What follows belongs to an exercise in optimizing a design on an open flow for small area and a short achievable clock period; a production flow would make more cautious choices.
The RTL was checked by simulation tests, not by an equivalence proof against the original design.

## flow/run.sh

```bash
#!/bin/bash
# Layout flow: the standard ORFS flow (standard.sh, unchanged synthesis),
# with the port buffers that global placement inserts made from the small
# sky130_fd_sc_hd__buf_1 instead of ORFS's default choice. Every input and
# output port still gets its own buffer; timing repair may resize them later.
set -euo pipefail
export BUFFER_PORTS_ARGS="-buffer_cell sky130_fd_sc_hd__buf_1"
bash standard.sh finish > standard_flow.log 2>&1
```

## standard.sh

```bash
#!/bin/bash
# synth_recipe.tcl (not shown) runs the flow's synth.tcl, then flattens the netlist and writes it again
# the make line also repeats each setting of config.mk as NAME=value (left out here)
make -C /OpenROAD-flow-scripts/flow DESIGN_CONFIG=/design/flow/config.mk WORK_HOME=/design/flow/orfs CLKGATE_MAP_FILE= SYNTH_SCRIPT=/design/flow/synth_recipe.tcl "${@:-finish}"
```

## config.mk

```make
export PLATFORM = sky130hd
export DESIGN_NAME = systolic_array_4x4
export DESIGN_NICKNAME = systolic_array_4x4
export VERILOG_FILES = /design/flow/design.v
export SDC_FILE = /design/flow/constraint.sdc
export NUM_CORES = 4
export LEC_CHECK = 0
export CAP_MARGIN = 20
export CORE_MARGIN = 2
export CORE_UTILIZATION = 40
export SLEW_MARGIN = 20
export SYNTH_HIERARCHICAL = 1
```

## constraint.sdc

```tcl
create_clock -name core_clock -period 5.2 [get_ports {clk}]
set_input_delay 1.0400 -clock core_clock [delete_from_list [all_inputs] [get_ports {clk}]]
set_output_delay 1.0400 -clock core_clock [all_outputs]
set_load 0.01 [all_outputs]
```

## design.v

```verilog
module pe (
  input  logic        clk,
  input  logic        rst_n,
  input  logic [7:0]  a_n,
  input  logic [7:0]  w_n,
  output logic [15:0] psum_out
);
  logic [7:0][7:0] pp;
  logic [15:0] acc, nxt;
  assign acc = psum_out;
  genvar i, j;
  for (i = 0; i < 8; i++) begin : PPI
    for (j = 0; j < 8; j++) begin : PPJ
      assign pp[i][j] = ~(a_n[i] | w_n[j]);
    end
  end
  logic s1;
  logic c2;
  logic s3;
  logic c4;
  logic s5;
  logic c6;
  logic s7;
  logic c8;
  logic s9;
  logic c10;
  logic s11;
  logic c12;
  logic s13;
  logic c14;
  logic s15;
  logic c16;
  logic s17;
  logic c18;
  logic s19;
  logic c20;
  logic s21;
  logic c22;
  logic s23;
  logic c24;
  logic s25;
  logic c26;
  logic s27;
  logic c28;
  logic s29;
  logic c30;
  logic s31;
  logic c32;
  logic s33;
  logic c34;
  logic s35;
  logic c36;
  logic s37;
  logic c38;
  logic s39;
  logic c40;
  logic s41;
  logic c42;
  logic s43;
  logic c44;
  logic s45;
  logic c46;
  logic s47;
  logic c48;
  logic s49;
  logic c50;
  logic s51;
  logic c52;
  logic s53;
  logic c54;
  logic s55;
  logic c56;
  logic s57;
  logic c58;
  logic s59;
  logic c60;
  logic s61;
  logic c62;
  logic s63;
  logic c64;
  logic s65;
  logic c66;
  logic s67;
  logic c68;
  logic s69;
  logic c70;
  logic s71;
  logic c72;
  logic s73;
  logic c74;
  logic s75;
  logic c76;
  logic s77;
  logic c78;
  logic s79;
  logic c80;
  logic s81;
  logic c82;
  logic s83;
  logic c84;
  logic s85;
  logic c86;
  logic s87;
  logic c88;
  logic s89;
  logic c90;
  logic s91;
  logic c92;
  logic s93;
  logic c94;
  logic s95;
  logic c96;
  logic s97;
  logic c98;
  logic s99;
  logic c100;
  logic s101;
  logic c102;
  logic s103;
  logic c104;
  logic s105;
  logic c106;
  logic s107;
  logic c108;
  logic s109;
  logic c110;
  logic s111;
  logic c112;
  ha u_s1 (.a(acc[1]), .b(pp[0][1]), .s(s1), .c(c2));
  fa u_s3 (.a(acc[2]), .b(pp[0][2]), .ci(pp[1][1]), .s(s3), .co(c4));
  ha u_s5 (.a(pp[2][0]), .b(c2), .s(s5), .c(c6));
  fa u_s7 (.a(acc[3]), .b(pp[0][3]), .ci(pp[1][2]), .s(s7), .co(c8));
  fa u_s9 (.a(pp[2][1]), .b(pp[3][0]), .ci(c4), .s(s9), .co(c10));
  ha u_s11 (.a(c6), .b(s7), .s(s11), .c(c12));
  fa u_s13 (.a(acc[4]), .b(pp[0][4]), .ci(pp[1][3]), .s(s13), .co(c14));
  fa u_s15 (.a(pp[2][2]), .b(pp[3][1]), .ci(pp[4][0]), .s(s15), .co(c16));
  fa u_s17 (.a(c8), .b(s13), .ci(s15), .s(s17), .co(c18));
  ha u_s19 (.a(c12), .b(c10), .s(s19), .c(c20));
  fa u_s21 (.a(acc[5]), .b(pp[0][5]), .ci(pp[1][4]), .s(s21), .co(c22));
  fa u_s23 (.a(pp[2][3]), .b(pp[3][2]), .ci(pp[4][1]), .s(s23), .co(c24));
  fa u_s25 (.a(pp[5][0]), .b(c14), .ci(c16), .s(s25), .co(c26));
  fa u_s27 (.a(s21), .b(s23), .ci(c18), .s(s27), .co(c28));
  ha u_s29 (.a(s25), .b(c20), .s(s29), .c(c30));
  fa u_s31 (.a(acc[6]), .b(pp[0][6]), .ci(pp[1][5]), .s(s31), .co(c32));
  fa u_s33 (.a(pp[2][4]), .b(pp[3][3]), .ci(pp[4][2]), .s(s33), .co(c34));
  fa u_s35 (.a(pp[5][1]), .b(pp[6][0]), .ci(c22), .s(s35), .co(c36));
  fa u_s37 (.a(c24), .b(s31), .ci(s33), .s(s37), .co(c38));
  fa u_s39 (.a(c26), .b(s35), .ci(s37), .s(s39), .co(c40));
  ha u_s41 (.a(c30), .b(c28), .s(s41), .c(c42));
  fa u_s43 (.a(acc[7]), .b(pp[0][7]), .ci(pp[1][6]), .s(s43), .co(c44));
  fa u_s45 (.a(pp[2][5]), .b(pp[3][4]), .ci(pp[4][3]), .s(s45), .co(c46));
  fa u_s47 (.a(pp[5][2]), .b(pp[6][1]), .ci(pp[7][0]), .s(s47), .co(c48));
  fa u_s49 (.a(c32), .b(c34), .ci(s43), .s(s49), .co(c50));
  fa u_s51 (.a(s45), .b(s47), .ci(c36), .s(s51), .co(c52));
  fa u_s53 (.a(c38), .b(s49), .ci(s51), .s(s53), .co(c54));
  ha u_s55 (.a(c40), .b(c42), .s(s55), .c(c56));
  fa u_s57 (.a(acc[8]), .b(pp[1][7]), .ci(pp[2][6]), .s(s57), .co(c58));
  fa u_s59 (.a(pp[3][5]), .b(pp[4][4]), .ci(pp[5][3]), .s(s59), .co(c60));
  fa u_s61 (.a(pp[6][2]), .b(pp[7][1]), .ci(c44), .s(s61), .co(c62));
  fa u_s63 (.a(c46), .b(c48), .ci(s57), .s(s63), .co(c64));
  fa u_s65 (.a(s59), .b(s61), .ci(c50), .s(s65), .co(c66));
  fa u_s67 (.a(s63), .b(c52), .ci(s65), .s(s67), .co(c68));
  ha u_s69 (.a(c54), .b(c56), .s(s69), .c(c70));
  fa u_s71 (.a(acc[9]), .b(pp[2][7]), .ci(pp[3][6]), .s(s71), .co(c72));
  fa u_s73 (.a(pp[4][5]), .b(pp[5][4]), .ci(pp[6][3]), .s(s73), .co(c74));
  fa u_s75 (.a(pp[7][2]), .b(c58), .ci(c60), .s(s75), .co(c76));
  fa u_s77 (.a(s71), .b(s73), .ci(c62), .s(s77), .co(c78));
  fa u_s79 (.a(c64), .b(s75), .ci(s77), .s(s79), .co(c80));
  fa u_s81 (.a(c66), .b(s79), .ci(c68), .s(s81), .co(c82));
  fa u_s83 (.a(acc[10]), .b(pp[3][7]), .ci(pp[4][6]), .s(s83), .co(c84));
  fa u_s85 (.a(pp[5][5]), .b(pp[6][4]), .ci(pp[7][3]), .s(s85), .co(c86));
  fa u_s87 (.a(c72), .b(c74), .ci(s83), .s(s87), .co(c88));
  fa u_s89 (.a(s85), .b(c76), .ci(s87), .s(s89), .co(c90));
  fa u_s91 (.a(c78), .b(s89), .ci(c80), .s(s91), .co(c92));
  fa u_s93 (.a(acc[11]), .b(pp[4][7]), .ci(pp[5][6]), .s(s93), .co(c94));
  fa u_s95 (.a(pp[6][5]), .b(pp[7][4]), .ci(c84), .s(s95), .co(c96));
  fa u_s97 (.a(c86), .b(s93), .ci(s95), .s(s97), .co(c98));
  fa u_s99 (.a(c88), .b(s97), .ci(c90), .s(s99), .co(c100));
  fa u_s101 (.a(acc[12]), .b(pp[5][7]), .ci(pp[6][6]), .s(s101), .co(c102));
  fa u_s103 (.a(pp[7][5]), .b(c94), .ci(s101), .s(s103), .co(c104));
  fa u_s105 (.a(c96), .b(s103), .ci(c98), .s(s105), .co(c106));
  fa u_s107 (.a(acc[13]), .b(pp[6][7]), .ci(pp[7][6]), .s(s107), .co(c108));
  fa u_s109 (.a(c102), .b(s107), .ci(c104), .s(s109), .co(c110));
  fa u_s111 (.a(acc[14]), .b(pp[7][7]), .ci(c108), .s(s111), .co(c112));
  wire [15:0] ra = {acc[15],s111,s109,s105,s99,s91,c70,s67,s53,s39,s29,s17,s11,s3,pp[1][0],acc[0]};
  wire [15:0] rb = {c112,c110,c106,c100,c92,c82,s81,s69,s55,s41,s27,s19,s9,s5,s1,pp[0][0]};
  logic nd21;
  nd2 u_nd21 (.a(ra[0]), .b(rb[0]), .y(nd21));
  logic nr22;
  nr2 u_nr22 (.a(ra[0]), .b(rb[0]), .y(nr22));
  logic nd23;
  nd2 u_nd23 (.a(ra[1]), .b(rb[1]), .y(nd23));
  logic nr24;
  nr2 u_nr24 (.a(ra[1]), .b(rb[1]), .y(nr24));
  logic nd25;
  nd2 u_nd25 (.a(ra[2]), .b(rb[2]), .y(nd25));
  logic nr26;
  nr2 u_nr26 (.a(ra[2]), .b(rb[2]), .y(nr26));
  logic nd27;
  nd2 u_nd27 (.a(ra[3]), .b(rb[3]), .y(nd27));
  logic nr28;
  nr2 u_nr28 (.a(ra[3]), .b(rb[3]), .y(nr28));
  logic nd29;
  nd2 u_nd29 (.a(ra[4]), .b(rb[4]), .y(nd29));
  logic nr210;
  nr2 u_nr210 (.a(ra[4]), .b(rb[4]), .y(nr210));
  logic nd211;
  nd2 u_nd211 (.a(ra[5]), .b(rb[5]), .y(nd211));
  logic nr212;
  nr2 u_nr212 (.a(ra[5]), .b(rb[5]), .y(nr212));
  logic nd213;
  nd2 u_nd213 (.a(ra[6]), .b(rb[6]), .y(nd213));
  logic nr214;
  nr2 u_nr214 (.a(ra[6]), .b(rb[6]), .y(nr214));
  logic nd215;
  nd2 u_nd215 (.a(ra[7]), .b(rb[7]), .y(nd215));
  logic nr216;
  nr2 u_nr216 (.a(ra[7]), .b(rb[7]), .y(nr216));
  logic nd217;
  nd2 u_nd217 (.a(ra[8]), .b(rb[8]), .y(nd217));
  logic nr218;
  nr2 u_nr218 (.a(ra[8]), .b(rb[8]), .y(nr218));
  logic nd219;
  nd2 u_nd219 (.a(ra[9]), .b(rb[9]), .y(nd219));
  logic nr220;
  nr2 u_nr220 (.a(ra[9]), .b(rb[9]), .y(nr220));
  logic nd221;
  nd2 u_nd221 (.a(ra[10]), .b(rb[10]), .y(nd221));
  logic nr222;
  nr2 u_nr222 (.a(ra[10]), .b(rb[10]), .y(nr222));
  logic nd223;
  nd2 u_nd223 (.a(ra[11]), .b(rb[11]), .y(nd223));
  logic nr224;
  nr2 u_nr224 (.a(ra[11]), .b(rb[11]), .y(nr224));
  logic nd225;
  nd2 u_nd225 (.a(ra[12]), .b(rb[12]), .y(nd225));
  logic nr226;
  nr2 u_nr226 (.a(ra[12]), .b(rb[12]), .y(nr226));
  logic nd227;
  nd2 u_nd227 (.a(ra[13]), .b(rb[13]), .y(nd227));
  logic nr228;
  nr2 u_nr228 (.a(ra[13]), .b(rb[13]), .y(nr228));
  logic nd229;
  nd2 u_nd229 (.a(ra[14]), .b(rb[14]), .y(nd229));
  logic nr230;
  nr2 u_nr230 (.a(ra[14]), .b(rb[14]), .y(nr230));
  logic nd231;
  nd2 u_nd231 (.a(ra[15]), .b(rb[15]), .y(nd231));
  logic nr232;
  nr2 u_nr232 (.a(ra[15]), .b(rb[15]), .y(nr232));
  logic x233;
  x2 u_x233 (.a(ra[0]), .b(rb[0]), .y(x233));
  logic x234;
  x2 u_x234 (.a(ra[1]), .b(rb[1]), .y(x234));
  logic x235;
  x2 u_x235 (.a(ra[2]), .b(rb[2]), .y(x235));
  logic x236;
  x2 u_x236 (.a(ra[3]), .b(rb[3]), .y(x236));
  logic x237;
  x2 u_x237 (.a(ra[4]), .b(rb[4]), .y(x237));
  logic x238;
  x2 u_x238 (.a(ra[5]), .b(rb[5]), .y(x238));
  logic x239;
  x2 u_x239 (.a(ra[6]), .b(rb[6]), .y(x239));
  logic x240;
  x2 u_x240 (.a(ra[7]), .b(rb[7]), .y(x240));
  logic x241;
  x2 u_x241 (.a(ra[8]), .b(rb[8]), .y(x241));
  logic x242;
  x2 u_x242 (.a(ra[9]), .b(rb[9]), .y(x242));
  logic x243;
  x2 u_x243 (.a(ra[10]), .b(rb[10]), .y(x243));
  logic x244;
  x2 u_x244 (.a(ra[11]), .b(rb[11]), .y(x244));
  logic x245;
  x2 u_x245 (.a(ra[12]), .b(rb[12]), .y(x245));
  logic x246;
  x2 u_x246 (.a(ra[13]), .b(rb[13]), .y(x246));
  logic x247;
  x2 u_x247 (.a(ra[14]), .b(rb[14]), .y(x247));
  logic x248;
  x2 u_x248 (.a(ra[15]), .b(rb[15]), .y(x248));
  logic oai2149;
  oai21 u_oai2149 (.a(nr24), .b(nd21), .c(nd23), .y(oai2149));
  logic nr250;
  nr2 u_nr250 (.a(nr24), .b(nr22), .y(nr250));
  logic oai2151;
  oai21 u_oai2151 (.a(nr28), .b(nd25), .c(nd27), .y(oai2151));
  logic nr252;
  nr2 u_nr252 (.a(nr28), .b(nr26), .y(nr252));
  logic oai2153;
  oai21 u_oai2153 (.a(nr212), .b(nd29), .c(nd211), .y(oai2153));
  logic nr254;
  nr2 u_nr254 (.a(nr212), .b(nr210), .y(nr254));
  logic oai2155;
  oai21 u_oai2155 (.a(nr216), .b(nd213), .c(nd215), .y(oai2155));
  logic nr256;
  nr2 u_nr256 (.a(nr216), .b(nr214), .y(nr256));
  logic oai2157;
  oai21 u_oai2157 (.a(nr220), .b(nd217), .c(nd219), .y(oai2157));
  logic nr258;
  nr2 u_nr258 (.a(nr220), .b(nr218), .y(nr258));
  logic oai2159;
  oai21 u_oai2159 (.a(nr224), .b(nd221), .c(nd223), .y(oai2159));
  logic nr260;
  nr2 u_nr260 (.a(nr224), .b(nr222), .y(nr260));
  logic oai2161;
  oai21 u_oai2161 (.a(nr228), .b(nd225), .c(nd227), .y(oai2161));
  logic nr262;
  nr2 u_nr262 (.a(nr228), .b(nr226), .y(nr262));
  logic oai2163;
  oai21 u_oai2163 (.a(nr232), .b(nd229), .c(nd231), .y(oai2163));
  logic nr264;
  nr2 u_nr264 (.a(nr232), .b(nr230), .y(nr264));
  logic aoi2165;
  aoi21 u_aoi2165 (.a(nr252), .b(oai2149), .c(oai2151), .y(aoi2165));
  logic nd266;
  nd2 u_nd266 (.a(nr252), .b(nr250), .y(nd266));
  logic aoi2167;
  aoi21 u_aoi2167 (.a(nr256), .b(oai2153), .c(oai2155), .y(aoi2167));
  logic nd268;
  nd2 u_nd268 (.a(nr256), .b(nr254), .y(nd268));
  logic aoi2169;
  aoi21 u_aoi2169 (.a(nr260), .b(oai2157), .c(oai2159), .y(aoi2169));
  logic nd270;
  nd2 u_nd270 (.a(nr260), .b(nr258), .y(nd270));
  logic aoi2171;
  aoi21 u_aoi2171 (.a(nr264), .b(oai2161), .c(oai2163), .y(aoi2171));
  logic nd272;
  nd2 u_nd272 (.a(nr264), .b(nr262), .y(nd272));
  logic oai2173;
  oai21 u_oai2173 (.a(nd268), .b(aoi2165), .c(aoi2167), .y(oai2173));
  logic nr274;
  nr2 u_nr274 (.a(nd268), .b(nd266), .y(nr274));
  logic oai2175;
  oai21 u_oai2175 (.a(nd272), .b(aoi2169), .c(aoi2171), .y(oai2175));
  logic nr276;
  nr2 u_nr276 (.a(nd272), .b(nd270), .y(nr276));
  logic aoi2177;
  aoi21 u_aoi2177 (.a(nr276), .b(oai2173), .c(oai2175), .y(aoi2177));
  logic nd278;
  nd2 u_nd278 (.a(nr276), .b(nr274), .y(nd278));
  logic inv179;
  inv1 u_inv179 (.a(oai2173), .y(inv179));
  logic inv180;
  inv1 u_inv180 (.a(nr274), .y(inv180));
  logic oai2181;
  oai21 u_oai2181 (.a(nd270), .b(inv179), .c(aoi2169), .y(oai2181));
  logic nr282;
  nr2 u_nr282 (.a(nd270), .b(inv180), .y(nr282));
  logic inv183;
  inv1 u_inv183 (.a(aoi2165), .y(inv183));
  logic inv184;
  inv1 u_inv184 (.a(nd266), .y(inv184));
  logic aoi2185;
  aoi21 u_aoi2185 (.a(nr254), .b(inv183), .c(oai2153), .y(aoi2185));
  logic nd286;
  nd2 u_nd286 (.a(nr254), .b(inv184), .y(nd286));
  logic aoi2187;
  aoi21 u_aoi2187 (.a(nr258), .b(oai2173), .c(oai2157), .y(aoi2187));
  logic nd288;
  nd2 u_nd288 (.a(nr258), .b(nr274), .y(nd288));
  logic aoi2189;
  aoi21 u_aoi2189 (.a(nr262), .b(oai2181), .c(oai2161), .y(aoi2189));
  logic nd290;
  nd2 u_nd290 (.a(nr262), .b(nr282), .y(nd290));
  logic inv191;
  inv1 u_inv191 (.a(oai2149), .y(inv191));
  logic inv192;
  inv1 u_inv192 (.a(nr250), .y(inv192));
  logic oai2193;
  oai21 u_oai2193 (.a(nr26), .b(inv191), .c(nd25), .y(oai2193));
  logic nr294;
  nr2 u_nr294 (.a(nr26), .b(inv192), .y(nr294));
  logic oai2195;
  oai21 u_oai2195 (.a(nr210), .b(aoi2165), .c(nd29), .y(oai2195));
  logic nr296;
  nr2 u_nr296 (.a(nr210), .b(nd266), .y(nr296));
  logic oai2197;
  oai21 u_oai2197 (.a(nr214), .b(aoi2185), .c(nd213), .y(oai2197));
  logic nr298;
  nr2 u_nr298 (.a(nr214), .b(nd286), .y(nr298));
  logic inv199;
  inv1 u_inv199 (.a(oai2173), .y(inv199));
  logic inv1100;
  inv1 u_inv1100 (.a(nr274), .y(inv1100));
  logic oai21101;
  oai21 u_oai21101 (.a(nr218), .b(inv199), .c(nd217), .y(oai21101));
  logic nr2102;
  nr2 u_nr2102 (.a(nr218), .b(inv1100), .y(nr2102));
  logic oai21103;
  oai21 u_oai21103 (.a(nr222), .b(aoi2187), .c(nd221), .y(oai21103));
  logic nr2104;
  nr2 u_nr2104 (.a(nr222), .b(nd288), .y(nr2104));
  logic inv1105;
  inv1 u_inv1105 (.a(oai2181), .y(inv1105));
  logic inv1106;
  inv1 u_inv1106 (.a(nr282), .y(inv1106));
  logic oai21107;
  oai21 u_oai21107 (.a(nr226), .b(inv1105), .c(nd225), .y(oai21107));
  logic nr2108;
  nr2 u_nr2108 (.a(nr226), .b(inv1106), .y(nr2108));
  logic oai21109;
  oai21 u_oai21109 (.a(nr230), .b(aoi2189), .c(nd229), .y(oai21109));
  logic nr2110;
  nr2 u_nr2110 (.a(nr230), .b(nd290), .y(nr2110));
  logic xn2111;
  xn2 u_xn2111 (.a(x234), .b(nd21), .y(xn2111));
  logic x2112;
  x2 u_x2112 (.a(x235), .b(oai2149), .y(x2112));
  logic x2113;
  x2 u_x2113 (.a(x236), .b(oai2193), .y(x2113));
  logic xn2114;
  xn2 u_xn2114 (.a(x237), .b(aoi2165), .y(xn2114));
  logic x2115;
  x2 u_x2115 (.a(x238), .b(oai2195), .y(x2115));
  logic xn2116;
  xn2 u_xn2116 (.a(x239), .b(aoi2185), .y(xn2116));
  logic x2117;
  x2 u_x2117 (.a(x240), .b(oai2197), .y(x2117));
  logic x2118;
  x2 u_x2118 (.a(x241), .b(oai2173), .y(x2118));
  logic x2119;
  x2 u_x2119 (.a(x242), .b(oai21101), .y(x2119));
  logic xn2120;
  xn2 u_xn2120 (.a(x243), .b(aoi2187), .y(xn2120));
  logic x2121;
  x2 u_x2121 (.a(x244), .b(oai21103), .y(x2121));
  logic x2122;
  x2 u_x2122 (.a(x245), .b(oai2181), .y(x2122));
  logic x2123;
  x2 u_x2123 (.a(x246), .b(oai21107), .y(x2123));
  logic xn2124;
  xn2 u_xn2124 (.a(x247), .b(aoi2189), .y(xn2124));
  logic x2125;
  x2 u_x2125 (.a(x248), .b(oai21109), .y(x2125));
  assign nxt = {x2125,xn2124,x2123,x2122,x2121,xn2120,x2119,x2118,x2117,xn2116,x2115,xn2114,x2113,x2112,xn2111,x233};
  always_ff @(posedge clk or negedge rst_n) begin
    if (!rst_n) psum_out <= 16'd0;
    else        psum_out <= nxt;
  end
endmodule
module fa (input logic a, b, ci, output logic s, co);
  assign s  = a ^ b ^ ci;
  assign co = (a & b) | (a & ci) | (b & ci);
endmodule
module x2 (input logic a, b, output logic y);
  assign y = a ^ b;
endmodule
module xn2 (input logic a, b, output logic y);
  assign y = ~(a ^ b);
endmodule
module nd2 (input logic a, b, output logic y);
  assign y = ~(a & b);
endmodule
module nr2 (input logic a, b, output logic y);
  assign y = ~(a | b);
endmodule
module inv1 (input logic a, output logic y);
  assign y = ~a;
endmodule
module aoi21 (input logic a, b, c, output logic y);
  assign y = ~((a & b) | c);
endmodule
module oai21 (input logic a, b, c, output logic y);
  assign y = ~((a | b) & c);
endmodule
module ha (input logic a, b, output logic s, c);
  assign s = a ^ b;
  assign c = a & b;
endmodule
module systolic_array_4x4 #(
  parameter DATA_W = 8,
  parameter ACC_W  = 16,
  parameter N      = 4
)(
  input  logic                   clk,
  input  logic                   rst_n,
  input  logic [N*DATA_W-1:0]    a_in,     
  input  logic [N*DATA_W-1:0]    w_in,     
  output logic [N*N*ACC_W-1:0]   result    
);
  logic [N-1:0][DATA_W-1:0] a_q, w_q, a_qn, w_qn;
  always_ff @(posedge clk or negedge rst_n) begin
    if (!rst_n) begin
      a_q <= '0;
      w_q <= '0;
    end else begin
      a_q <= a_in;
      w_q <= w_in;
    end
  end
  assign a_qn = ~a_q;
  assign w_qn = ~w_q;
  genvar gi, gj;
  for (gi = 0; gi < N; gi++) begin : ROW
    for (gj = 0; gj < N; gj++) begin : COL
      pe u_pe (
        .clk(clk), .rst_n(rst_n),
        .a_n(a_qn[gi]), .w_n(w_qn[gj]),
        .psum_out(result[(gi*N+gj)*ACC_W +: ACC_W])
      );
    end
  end
endmodule
```

==> summary.md, run 1 <==
| Metric | Value |
|---|---|
| Gr usage total | `0.2183` |
| Clk sinks | `between 300 and 400` |
| Post-synthesis mux area share | `0` |
| Clock latency on the worst-skew pair | `between 0.6 and 0.7 ns` |
| Antenna-violating nets left | `0` |
| Dpl cells | `between 5000 and 6000` |
| Share of cells above drive strength 1 | `0.06548` |
| Core Box Area | `around 0.1 sq mm` |
| FF-to-FF Start | `a_q[16]` |
| Vias in the first global route | `about 31000` |
| CP arrival | `5.08 ns` |
| Die height | `approximately 320 microns` |
| Setup crit end kind | `flip-flop` |
| Synth Area in Adders | `0.4184` |
| Top cells by area, synth | `fa_1 38%, dfrtp_1 20%, nor2_1 12%, xor2_1 9.0%, buf_6 4.4%` |
| Via Count | `roughly 29000` |
| Final hold viol count | `0` |
| Final worst path period need | `roughly 4.5 ns` |
| RSZ-0062 raised after global routing | `false` |
| Routed len/inst | `about 19 microns` |
| Synth Area in Simple Gates | `0.1495` |
| Compound-Gate Fraction of Synth Area | `0.05229` |
| Global-route wire length before repair | `around 170000 microns` |
| Final Max Slew Viols | `0` |
| Die area | `0.1040 sq mm` |
| Gp weighted congestion | `0.8372` |
| Synthesized instance count | `around 4100` |
| Seq/Total Area, Yosys | `0.1973` |
| Filler cells | `roughly 9600` |
| # setup viols final | `0` |
| Setup TNS Final | `0 ns` |
| Final cell count without fillers | `roughly 5700` |
| Iter 0 DRT Violations | `1664` |
| Critical path origin | `a_q[16]` |
| Post-cts sizing count | `0` |
| Worst endpoint required time | `5.77 ns` |
| Clock skew | `around 0.024 ns` |
| Clock Path Buffers | `3` |
| Critical path endpoint | `ROW[2].COL[3].u_pe.psum_out[15]` |
| Largest net degree at the start of global routing | `86` |
| Post-route DRC | `0` |
| Initial antenna violation count | `2` |
| Setup bufs post-CTS | `0` |
| Grt ovf | `0` |
| Vias per cell | `between 5 and 6` |
| Reg2reg end | `ROW[2].COL[3].u_pe.psum_out[15]` |
| Fin nets | `~5300` |
| Hold Crit Class | `reg2reg` |
| Critical path fanouts, max | `10` |
| Starting Density | `0.4046` |
| Cells on worst reg2reg path | `15` |
| Port bufs | `between 300 and 400` |
| Ports | `322` |
| Hpwl dp | `between 80000 and 90000 microns` |
| CTS buffer count | `47` |
| Avg Synthesized Cell Area | `around 9.9 sq um` |
| Setup Crit Path Kind | `reg2reg` |
| Area leader, netlist | `fa_1` |
| Slew at the pin closest to its max-slew limit | `between 0.7 and 0.8 ns` |
| Die width | `between 300 and 400 microns` |
| Synth warnings | `8` |
| Yosys top cell area share | `0.3789` |
| CTS tree | `done` |
| Status | `complete, no violations` |
| H-tree depth | `2` |
| F_max | `between 0.2 and 0.25 GHz` |
| Detailed Route WL | `between 100000 and 150000 microns` |
| Util after Layout | `0.4386` |
| Max-cap violations | `0` |
| CP Launch Type | `flip-flop` |
| Area grow syn2layout | `8.399%` |
| ANT cells | `0` |
| Footprint of the multi-input gates | `~0.030 sq mm` |
| #FFs+latches synth | `320` |
| TritonRoute pass-1 iters | `7` |
| Synth cell types | `12` |
| Sequential Area | `around 0.008 sq mm` |
| Hold Buf Count CTS | `0` |
| Mapped cell area | `slightly above 0.04 sq mm` |
| Reg clk slew, reported paths | `around 0.06 ns` |
| Final Cycle Share | `0.8682` |
| Synth Area in XOR/XNOR | `0.1071` |
| FP Rows | `116` |
| Main combinational cell family by area after synthesis | `adder cells` |
| CTS root buf | `clkbuf_16` |
| Worst slew margin | `0.4670` |
| Mapped Nets | `slightly above 5000` |
| FF-to-FF setup slack | `0.69 ns` |
-- layout by cell type (no fill, tap or decap) --
cell / n
nor2_1: 1344
fa_1: 768
xor2_1: 416
dfrtp_1: 320
buf_1: 320
nand2_1: 272
o21ai_1: 256
inv_1: 144
ha_1: 128
a21oi_2: 96
xnor2_1: 80
buf_4: 65
clkbuf_16: 47
buf_12: 40
bufinv_16: 11
clkinv_2: 8
clkbuf_8: 7
inv_6: 5
clkbuf_1: 5
clkinvlp_4: 4
clkbuf_4: 1
-- worst min path at each step --
stage                                        start                              to  depth (start not counted)
floorplan           ROW[0].COL[0].u_pe.psum_out[0]  ROW[0].COL[0].u_pe.psum_out[0]                          1
global placement    ROW[3].COL[2].u_pe.psum_out[0]  ROW[3].COL[2].u_pe.psum_out[0]                          1
detailed placement  ROW[1].COL[2].u_pe.psum_out[0]  ROW[1].COL[2].u_pe.psum_out[0]                          1
CTS                                       w_in[12]                         w_q[12]                          1
global route                              w_in[12]                         w_q[12]                          1
finish              ROW[1].COL[1].u_pe.psum_out[0]  ROW[1].COL[1].u_pe.psum_out[0]                          1
-- through the flow --
step / setup WS, ns / hold WS (ns) / area [sq um]
floorplan: 1.302 / 0.5195 / 40580
global placement: 0.7318 / 0.4763 / 42250
detailed placement: 0.6854 / 0.4781 / 42250
CTS: 0.6467 / 0.4407 / 43990
global route: 0.3904 / 0.4660 / 43990
finish: 0.6855 / 0.4849 / 43990
-- cell type report --
cell class,count,share of cell area
clock buffer,59,0.02935
sequential,320,0.1820
inverter,144,0.01229
multi-input combinational,3360,0.6708
tap,1357,0.03860
timing repair buffer,426,0.05678
clock inverter,28,0.01010
-- layer usage --
metal	vias up	track usage	share of wire
met5	-	0	0
met4	0	0.06781	0.029
met3	158	0.04659	0.068
met2	749	0.3566	0.48
met1	14874	0.2909	0.43
li1	12907	-	-
-- cell usage after synthesis, drive strengths merged --
library cell and number:
o21ai 256, xnor2 80, inv 144, nor2 1344, dfrtp 320, ha 128, nand2 272, buf 256
xor2 416, a21oi 96, fa 768
-- state kept, by name, summed over array words and instances, names as in the netlist --
register and flops:
ROW.COL.u_pe.psum_out 256, a_q 32, w_q 32
-- cell families after synthesis --
kind of cell               count (synthesis)
adders and majority gates                896
AOI/OAI and AO/OA                        352
buffers and inverters                    400
DFF                                      320
and+or+nand+nor                         1616
xor gates and xnor gates                 496
-- Yosys stat by module, one instance, submodules excluded, excerpt --
| module | area (sq um) | flip-flops and latches | cells inside | copies in the design |
|---|---|---|---|---|
| systolic_array_4x4 | 1842 | 64 | 128 | 1 |
| pe | 798.3 | 16 | 96 | 16 |
| fa | 20.02 | 0 | 1 | 768 |
| ha | 12.51 | 0 | 1 | 128 |
| aoi21 | 8.758 | 0 | 1 | 96 |
| x2 | 8.758 | 0 | 1 | 416 |
-- critical path, stage by stage (launching register included) --
cell and delay, ns:
dfrtp_1 0.36, inv_1 0.25, buf_4 0.27, nor2_1 0.09, fa_1 0.43, fa_1 0.39
fa_1 0.51, fa_1 0.44, fa_1 0.58, nor2_1 0.08, nor2_1 0.17, nand2_1 0.08
o21ai_1 0.32, a21oi_2 0.13, o21ai_1 0.19, xor2_1 0.15
==> inputs of run 2 (changes only) <==
==> run.sh (new file) <==
#!/bin/bash
# synth_recipe.tcl (not shown) runs the flow's synth.tcl, then flattens the netlist and writes it again
# the make line also repeats each setting of config.mk as NAME=value (left out here)
make -C /OpenROAD-flow-scripts/flow DESIGN_CONFIG=/design/flow/config.mk WORK_HOME=/design/flow/orfs CLKGATE_MAP_FILE= SYNTH_SCRIPT=/design/flow/synth_recipe.tcl finish
removed: flow/run.sh
removed: standard.sh
==> run 2 against run 1 <==
  * Largest cell class unchanged
  * Register-to-register slack worse by 0.04 ns
  * Routed wire length is 0.95% higher
  * Synthesized cell count stayed put
  * Cell count is 0.16% lower
==> summary.md, run 2 <==
| Metric | Value |
|---|---|
| Worst Setup Slack, final | `0.6462 ns (-0.03925 ns)` |
| Most used DFF post-synth | `dfrtp_1` |
| Die height | `322.5 microns (unchanged)` |
| Top sig layer | `met4` |
| Antenna-violating nets left | `0 (unchanged)` |
| Gp weighted congestion | `0.8414 (+0.50%)` |
| Detailed Route WL | `110100 microns (+0.95%)` |
| FF-to-FF setup slack | `0.65 ns (-0.04 ns)` |
| Clock latency on the worst-skew pair | `0.63 ns (about the same)` |
| Fin nets | `5263 (+0.038%)` |
| Iter 0 DRT Violations | `1638 (-1.6%)` |
| Clock Path Buffers | `3 (unchanged)` |
| Clock skew | `0.02487 ns (+0.0005309 ns)` |
| ANT cells | `0 (unchanged)` |
| Worst endpoint required time | `5.74 ns (-0.03 ns)` |
| Final Max Slew Viols | `0 (unchanged)` |
| Setup TNS Final | `0 ns (unchanged)` |
| Crit path buf inv count | `3 (+1)` |
| Setup Crit Path Kind | `reg2reg` |
| Worst slew margin | `0.4386 (-0.02842)` |
| #FFs+latches synth | `320 (unchanged)` |
| Via Count | `28584 (-0.36%)` |
| Crit-path slowest cell | `fa_1` |
| Post-synth EDFFs | `0 (unchanged)` |
| Routed len/inst | `19.37 microns (+1.1%)` |
| Asr flop ratio synth | `1.000 (unchanged)` |
| Number of flip-flops in the largest register | `256 (unchanged)` |
| Status | `complete, no violations` |
| Starting Density | `0.4046 (unchanged)` |
| Initial antenna violation count | `1 (-1)` |
| Synth warnings | `8 (unchanged)` |
| Reg clk slew, reported paths | `0.06 ns (about the same)` |
| Post-synth top cells | `1344 x nor2_1, 768 x fa_1, 416 x xor2_1, 320 x dfrtp_1, 272 x nand2_1` |
| Ports | `322 (unchanged)` |
| Met1 wire length | `46280 microns (-0.48%)` |
| Post-route DRC | `0 (unchanged)` |
| Grt ovf | `0 (unchanged)` |
| Most common cell in the synthesized netlist | `nor2_1` |
| Final cell count without fillers | `5685 (-0.16%)` |
| Die width | `322.5 microns (unchanged)` |
| CP Launch Type | `flip-flop` |
| Final Cycle Share | `0.8757 (+0.007548)` |
| Final hold viol count | `0 (unchanged)` |
| Most flops, register | `ROW.COL.u_pe.psum_out` |
| F_max | `0.2196 GHz (-0.86%)` |
| H-tree depth | `2 (unchanged)` |
| Largest net degree at the start of global routing | `83 (-3.5%)` |
| Dpl cell area | `0.04422 sq mm (+4.6%)` |
| RSZ-0062 raised after global routing | `false` |
| Setup bufs post-CTS | `0 (unchanged)` |
| Port bufs | `321 (unchanged)` |
| Vias per cell | `5.028 (-0.20%)` |
| Yosys top cell area share | `0.3789 (unchanged)` |
| CTS tree | `done` |
| Top cell family by delay on the critical path | `adder cells` |
| Share of cells above drive strength 1 | `0.06262 (-0.002868)` |
| Worst slack at placement | `0.6202 ns (-0.06525 ns)` |
| Vias in the first global route | `30841 (+0.36%)` |
| Core Box Area | `0.1003 sq mm (unchanged)` |
| Global-route wire length before repair | `176000 microns (+0.66%)` |
| Critical path fanouts, max | `10 (unchanged)` |
| CP peak stage delay | `0.46 ns (-0.12 ns)` |
| Met3 wire length | `8207 microns (+10%)` |
| CTS buffer count | `45 (-4.3%)` |
| WL met2 | `52220 microns (+0.38%)` |
| # setup viols final | `0 (unchanged)` |
| Area grow syn2layout | `12.45%` |
| Mapped Nets | `5042 (unchanged)` |
| Largest regs | `ROW.COL.u_pe.psum_out (256), a_q (32), w_q (32)` |
| Die area | `0.1040 sq mm (unchanged)` |
| Avg Synthesized Cell Area | `9.946 sq um (unchanged)` |
| FP Rows | `116 (unchanged)` |
| Most frequent cells in the layout | `1344 x nor2_1, 768 x fa_1, 416 x xor2_1, 320 x dfrtp_1, 320 x clkdlybuf4s50_1` |
| Seq/Total Area, Yosys | `0.1973 (unchanged)` |
| Top cells by area, synth | `fa_1 38%, dfrtp_1 20%, nor2_1 12%, xor2_1 9.0%, buf_6 4.4%` |
| Hold Buf Count CTS | `0 (unchanged)` |
| Max-cap violations | `0 (unchanged)` |
| CTS root buf | `clkbuf_16` |
| Slew at the pin closest to its max-slew limit | `0.8412 ns (+0.04258 ns)` |
| Area leader, netlist | `fa_1` |
| Filler cells | `9426 (-1.6%)` |
| Hold Crit Class | `in2async` |
| Post-cts sizing count | `0 (unchanged)` |
| TritonRoute pass-1 iters | `7 (unchanged)` |
| Dpl cells | `5611 (+0.071%)` |
| Synthesized instance count | `4080 (unchanged)` |
| Reg2reg end | `ROW[3].COL[3].u_pe.psum_out[15]` |
| Gr usage total | `0.2208 (+0.002476)` |
| Clk sinks | `320 (unchanged)` |
| Hpwl dp | `83470 microns (+2.4%)` |
| Cells on worst reg2reg path | `17 (+2)` |
| CP arrival | `5.09 ns (about the same)` |
| FF-to-FF Start | `w_q[24]` |
| Post-route design area | `0.04563 sq mm (+3.7%)` |
| Final worst path period need | `4.554 ns (+0.03925 ns)` |
| Mapped cell area | `0.04058 sq mm (unchanged)` |
| Synth cell types | `12 (unchanged)` |
| Crit-path cells | `inv_1 > buf_4 > nor2_1 > fa_1 > fa_1 > fa_1 > ha_1 > ha_1 > nor2_1 > nor2_1 > nand2_1 > o21ai_1 > inv_1 > o21ai_1 > a21oi_2 > o21ai_1 > xor2_1` |
| Setup crit end kind | `flip-flop` |
| Commonest non-fill, non-tap cell in the layout | `nor2_1` |
==> run 2: worst max path at each step <==
stage,from,endpoint,slack (ns),cells after the start
floorplan,a_q[0],ROW[0].COL[0].u_pe.psum_out[15],1.30,15
global placement,w_q[22],ROW[3].COL[2].u_pe.psum_out[15],0.68,15
detailed placement,w_q[22],ROW[3].COL[2].u_pe.psum_out[15],0.62,15
CTS,w_q[22],ROW[3].COL[2].u_pe.psum_out[15],0.61,15
global route,w_q[16],ROW[3].COL[2].u_pe.psum_out[15],0.35,17
finish,w_q[24],ROW[3].COL[3].u_pe.psum_out[15],0.65,17
==> run 2: metal layers <==
| metal | GRT usage | vias up |
|---|---|---|
| li1 | - | 12925 |
| met3 | 0.04853 | 178 |
| met5 | 0 | - |
| met1 | 0.2914 | 14638 |
| met4 | 0.07165 | 0 |
| met2 | 0.3615 | 843 |
==> run 2: Yosys stat by module, one instance, submodules excluded, excerpt <==
module,cell area (sq um),cells
nd2,3.754,1
fa,20.02,1
x2,8.758,1
ha,12.51,1
xn2,8.758,1
oai21,5.005,1
systolic_array_4x4,1842,128
==> run 2: stage by stage <==
stage / hold WS, ns / utilization
after floorplan: 0.5195 / -
after global routing: 0.4948 / 0.4550
after detailed placement: 0.4833 / 0.4409
final: 0.4499 / 0.4550
after global placement: 0.4816 / 0.4409
after CTS: 0.4502 / 0.4550
==> run 2: logic make-up after synthesis <==
logic type / Yosys count / share of synthesized area
AO/OA/AOI/OAI: 352 / 0.05229
XOR/XNOR: 496 / 0.1071
adder cells (fa/ha/maj): 896 / 0.4184
buffers and inverters: 400 / 0.07548
flip-flops: 320 / 0.1973
AND/OR/NAND/NOR: 1616 / 0.1495
==> run 2: area by class of cell <==
class                      instances  area [sq um]  share of cell area
inverter                         144         540.5             0.01185
clock inverter                     8         68.82            0.001508
timing repair buffer             430          4462             0.09778
sequential                       320          8008              0.1755
tap                             1357          1698             0.03721
multi-input combinational       3360         29510              0.6467
clock buffer                      66          1348             0.02953

afterwards: timing with drivers on the ports:
How much do the figures lean on ideal ports? The routed layouts below were timed once more, with nothing changed but the port constraints. Step 1, drivers: a clkbuf_16 drives clk and a buf_2 each remaining input, both assumed. Step 2 times the ports against the registers' clock, not the clock port: input delays grow and output delays shrink by t, the midpoint of the rising clock arrivals with the driver on. Three values: ideal, step 1, step 2; two values: the first two.
| run | t (ns) | slack for setup (ns) | slew at the worst register clock pin (ns) | worst data-port slew with drivers (ns) |
|---|---|---|---|---|
| run 1 | 0.702 | 0.685 / 0.685 / 0.685 | 0.07 / 0.07 | 0.04 |
| run 2 | 0.682 | 0.646 / 0.646 / 0.646 | 0.06 / 0.06 | 0.12 |
After both steps every run listed still meets setup and hold.
